This design comes from an exercise in tuning for small area and a short achievable clock period on the open sky130 flow, not from production work.
Function was checked by simulation only, so behaviour that the tests miss may differ from the original.
Power and IR drop assume default switching activity.

## framer_o
module framer_o(
    input mclk,  
    input wclk,
    input [23:0] chan1,
    input [23:0] chan2,
    input [23:0] chan3,
    input [23:0] chan4,
    input [23:0] chan5,
    input [23:0] chan6,
    input [23:0] chan7,
    input [23:0] chan8,
    input [3:0] user,
    output reg adat
);
For scale: roughly 210 cells after synthesis, about 21 flip-flops, about 200 I/O pins, ~1800 um2 of cells after synthesis.
Settings: LEC_CHECK=0, CAP_MARGIN=20, CORE_MARGIN=2, CORE_UTILIZATION=40, PLACE_DENSITY=0.6, SETUP_SLACK_MARGIN=4.1, SLEW_MARGIN=20, SYNTH_HIERARCHICAL=1; clock period 6.0 ns.
standard.sh (not shown) runs the stock make flow with config.mk's settings and CLKGATE_MAP_FILE= SYNTH_SCRIPT=/design/flow/synth_recipe.tcl, a recipe that flattens the netlist after the stock synthesis.
==> flow/flow/run.sh <==
#!/bin/bash
# The standard layout, with plain buf_1 cells as the port buffers, each
# group of 12 channel input pins kept together (flow/io.tcl) and no dummy
# loads in the clock tree
set -euo pipefail
bash standard.sh "BUFFER_PORTS_ARGS=-buffer_cell sky130_fd_sc_hd__buf_1" \
  "IO_CONSTRAINTS=$PWD/flow/io.tcl" \
  "CTS_ARGS=-sink_clustering_enable -repair_clock_nets -dont_use_dummy_load" \
  finish > standard_flow.log 2>&1
==> flow/flow/io.tcl <==
# Keep each group of 12 input pins that one NAND4 of the selection logic
# collects together, in bit order.
for {set c 1} {$c <= 8} {incr c} {
  for {set g 0} {$g < 2} {incr g} {
    set names {}
    for {set i [expr {12 * $g}]} {$i < [expr {12 * $g + 12}]} {incr i} {
      lappend names "chan${c}\[$i\]"
    }
    set_io_pin_constraint -group -order -pin_names $names
  }
}
The first run finished with timing, DRC and antenna clean.
Then changed:
==> flow/flow/run.sh (replaced) <==
#!/bin/bash
# The standard layout, with plain buf_1 cells as the port buffers
set -euo pipefail
bash standard.sh "BUFFER_PORTS_ARGS=-buffer_cell sky130_fd_sc_hd__buf_1" finish > standard_flow.log 2>&1
removed: flow/flow/io.tcl
Effect: Sequential power stays flat. Die area stays the same. Fmax falls by 3.6%. Core utilization falls by 0.40 points. Clock skew falls by 4.3 ps. Count of clock-buffer cells in the layout stays the same.
Then changed:
Settings changed: PLACE_DENSITY 0.6 to 0.75.
=> Via count grows by 3.2%. Clock skew stays flat. Sequential power stays flat. Global-route usage grows by 0.56 points. Worst hold slack is about the same. Worst setup slack degrades by 8.3 ps. Final cell count stays the same.
Then changed:
Settings changed: PLACE_DENSITY 0.75 to 0.5.
Sequential cell count stays the same.
First-iteration DRC count shrinks by about 12%.
Wire length hardly moves.
Then changed:
Settings changed: CORE_UTILIZATION 40 to 44, PLACE_DENSITY 0.5 to 0.65.
The new run completed with no timing, DRC or antenna violations; via count decreases by a few percent; setup slack loses 150 ps; clock skew hardly moves; area after synthesis does not change; total power stays flat; fmax decreases by a little under a tenth; hold slack gains 84 ps; first-iteration DRC count decreases by a little under a tenth; utilization increases by 6.0 points; final area hardly moves; critical path depth stays the same.


run A:
Starting RTL as in the previous note.
Design framer_o, start of the top module:
module framer_o(
    input mclk,  
    input wclk,
    input [23:0] chan1,
    input [23:0] chan2,
    input [23:0] chan3,
    input [23:0] chan4,
    input [23:0] chan5,
    input [23:0] chan6,
    input [23:0] chan7,
    input [23:0] chan8,
    input [3:0] user,
    output reg adat
);
clock: 6.0 ns
lec_check: 0
cap_margin: 20
core_margin: 2
core_utilization: 40
place_density: 0.6
setup_slack_margin: 4.1
slew_margin: 20
synth_hierarchical: 1
==> flow/flow/run.sh <==
#!/bin/bash
# The standard layout, with plain buf_1 cells as the port buffers and
# each channel's input pins kept together (flow/io.tcl)
set -euo pipefail
bash standard.sh "BUFFER_PORTS_ARGS=-buffer_cell sky130_fd_sc_hd__buf_1" \
  "IO_CONSTRAINTS=$PWD/flow/io.tcl" \
  finish > standard_flow.log 2>&1
==> flow/flow/io.tcl <==
# Keep the three input pins that each AOI222 of the selection logic reads
# together, in bit order.
for {set c 1} {$c <= 8} {incr c} {
  for {set g 0} {$g < 8} {incr g} {
    set names {}
    for {set i [expr {3 * $g}]} {$i < [expr {3 * $g + 3}]} {incr i} {
      lappend names "chan${c}\[$i\]"
    }
    set_io_pin_constraint -group -order -pin_names $names
  }
}
Setup changes, run A to run B
Settings: SETUP_SLACK_MARGIN now 3.95, was 4.1.
==> flow/flow/io.tcl <==
# Keep each channel's input pins together, in bit order, so that each
# channel's selection logic can sit next to its pins.
for {set c 1} {$c <= 8} {incr c} {
  set names {}
  for {set i 0} {$i < 24} {incr i} {
    lappend names "chan${c}\[$i\]"
  }
  set_io_pin_constraint -group -order -pin_names $names
}
Notes after the runs:
- Run B vs. run A: detailed placement HPWL shrank by 1.7%; highest achievable clock rate now larger.
- Worst hold slack on run B is behind run A.
- Non-clock buffer share of cell area ended up 0.66 points lower on run B than on run A.
- Lower final critical-path required period was reported by run B, not run A.
- Sequential share of layout area, run A and run B: higher on run A
- Cmp run A and run B / transition time at the pin with the least slew margin / higher: run B
- Maximum vdd ir drop in run B is about 11% lower than in run A
- Compared to run A, run B has part of the power in the clock network 2.1 points higher.
- Between run B and run A, it is run B whose first-pass iteration count of the detailed router is lower, by 5.
## Diff of input files: run C against run B
Settings: changing CAP_MARGIN from 20 to 0; changing SETUP_SLACK_MARGIN from 3.95 to 4.1; changing SLEW_MARGIN from 20 to 0.
==> flow/flow/run.sh <==
#!/bin/bash
# The standard layout, with plain buf_1 cells as the port buffers
set -euo pipefail
bash standard.sh "BUFFER_PORTS_ARGS=-buffer_cell sky130_fd_sc_hd__buf_1" finish > standard_flow.log 2>&1
removed: flow/flow/io.tcl
Results
Signed area change from the synthesized netlist to the final layout for run C: 0.68 points down relative to run B
Taking run B as the reference, in run C clock latency of the later-clocked register in the worst-skew pair saw a decrease, placed wire-length estimate after detailed placement went up.
Design area went down slightly going from run B to run C.
Compared with run B, global-route wire length before repair in run C decreased by a few percent.
Going from run B to run C, routed via count divided by cell count went down 3.8%, clock network fraction of total power went down 2.1 points, delay contributed by the slowest stage of the critical path picked up an extra 190 ps.
Total track usage, run B and run C: larger value in run B
Compared with run B, run C shows a routed wire length that is 930 um lower.
For run D, these inputs were changed with respect to run C:
Settings: a change of SLEW_MARGIN from 0 to 20; a change of CAP_MARGIN from 0 to 20.
==> flow/flow/run.sh <==
#!/bin/bash
# The standard layout, with plain buf_1 cells as the port buffers and
# each channel's input pins kept together (flow/io.tcl)
set -euo pipefail
bash standard.sh "BUFFER_PORTS_ARGS=-buffer_cell sky130_fd_sc_hd__buf_1" \
  "IO_CONSTRAINTS=$PWD/flow/io.tcl" \
  finish > standard_flow.log 2>&1
==> flow/flow/io.tcl (new file) <==
# Keep each group of 12 input pins that one NAND4 of the selection logic
# collects together, in bit order.
for {set c 1} {$c <= 8} {incr c} {
  for {set g 0} {$g < 2} {incr g} {
    set names {}
    for {set i [expr {12 * $g}]} {$i < [expr {12 * $g + 12}]} {incr i} {
      lappend names "chan${c}\[$i\]"
    }
    set_io_pin_constraint -group -order -pin_names $names
  }
}
Notes after the runs:
As far as residual antenna-violating net count after detailed routing goes, run D and run C are indistinguishable; the numbers are identical. Looking only at met2 wire length, and setting everything else aside, the higher value of run D and run C goes to run C. Delta (run D minus run C): fraction of met1 tracks used by global routing lost 5.6 points, length of routed met3 wiring lost 13%, fraction of standard cell area in multi-input logic picked up an extra 0.63 points, DRC marker count from the first detailed-route iteration lost about 14%. Compared with run C, run D shows share of total power consumed by net switching lower by 0.25 points. Going from run C to run D, final-layout clock buffer total grows by 1. In run D, the cell area came out about 1.2% above the value in run C. Setup WNS run C -> run D: better. In run D the met3 usage turned out 1.4 points lower than in run C.
Changes in run E relative to run D:
==> flow/flow/io.tcl <==
# Keep each channel's input pins together, in bit order, so that each
# channel's selection logic can sit next to its pins.
for {set c 1} {$c <= 8} {incr c} {
  set names {}
  for {set i 0} {$i < 24} {incr i} {
    lappend names "chan${c}\[$i\]"
  }
  set_io_pin_constraint -group -order -pin_names $names
}
--- outcome ---
From run D to run E the numbers moved as follows: total detailed-routing wirelength rose 2000 um, setup-violating endpoint count in the final report about even, global-route wire length before repair rose 2200 um.
Final period demand of the worst path: run E > run D
Compared with run D, run E shows first-iteration DRC count higher by 59%.
Run E improves on run D in hold slack.
Across both runs, portion of total power attributed to combinational logic was higher for run E than for run D.
Final cell area: run E above run D
Taking run D as the reference, in run E count of clock-buffer cells in the layout now smaller; maximum clock frequency lost 6.3 MHz.
Run E completed end to end with timing, DRC and antenna clean.

## re-timing with driven ports
The flow's constraints put no driver on any port. The routed layouts listed below were extracted and timed again, unchanged, in two steps.
Step 1 (the two cells are an assumption about what drives the block):
set clk [get_ports {mclk}]
set_driving_cell -lib_cell sky130_fd_sc_hd__clkbuf_16 $clk
set_driving_cell -lib_cell sky130_fd_sc_hd__buf_2 [delete_from_list [all_inputs] $clk]
Step 2 moves the port delays by t, midway between the first and last clock arrival at a register: inputs arrive t later, outputs are due t later. That takes back most of the time a late clock gives input paths.
Three values: ideal, step 1, step 2; two values: the first two.
run | t (ns) | slack for setup (ns) | worst hold slack (ns) | cell pins on the clock port's net
the first run of note 1 | 0.279 | 4.104 / 4.081 / 3.831 | 0.442 / 0.442 / 0.442 | 1
the second run of note 1 | 0.277 | 4.033 / 4.036 / 3.759 | 0.529 / 0.529 / 0.529 | 1
the third run of note 1 | 0.293 | 4.024 / 4.031 / 3.738 | 0.527 / 0.527 / 0.527 | 1
the fourth run of note 1 | 0.287 | 4.067 / 4.062 / 3.786 | 0.441 / 0.441 / 0.441 | 1
the fifth run of note 1 | 0.284 | 3.912 / 3.915 / 3.631 | 0.524 / 0.524 / 0.524 | 1
run A | 0.285 | 3.951 / 3.946 / 3.661 | 0.543 / 0.543 / 0.543 | 1
run B | 0.304 | 4.014 / 3.985 / 3.892 | 0.464 / 0.464 / 0.464 | 1
run C | 0.277 | 4.033 / 4.036 / 3.759 | 0.529 / 0.529 / 0.529 | 1
run D | 0.277 | 4.107 / 4.082 / 3.849 | 0.524 / 0.524 / 0.524 | 1
run E | 0.299 | 4.084 / 4.059 / 3.929 | 0.531 / 0.531 / 0.531 | 1
After both steps setup and hold are still met in every run listed. The setup slack of run A, which loses most, moves by -0.005 ns with the drivers and by -0.290 ns with both steps.
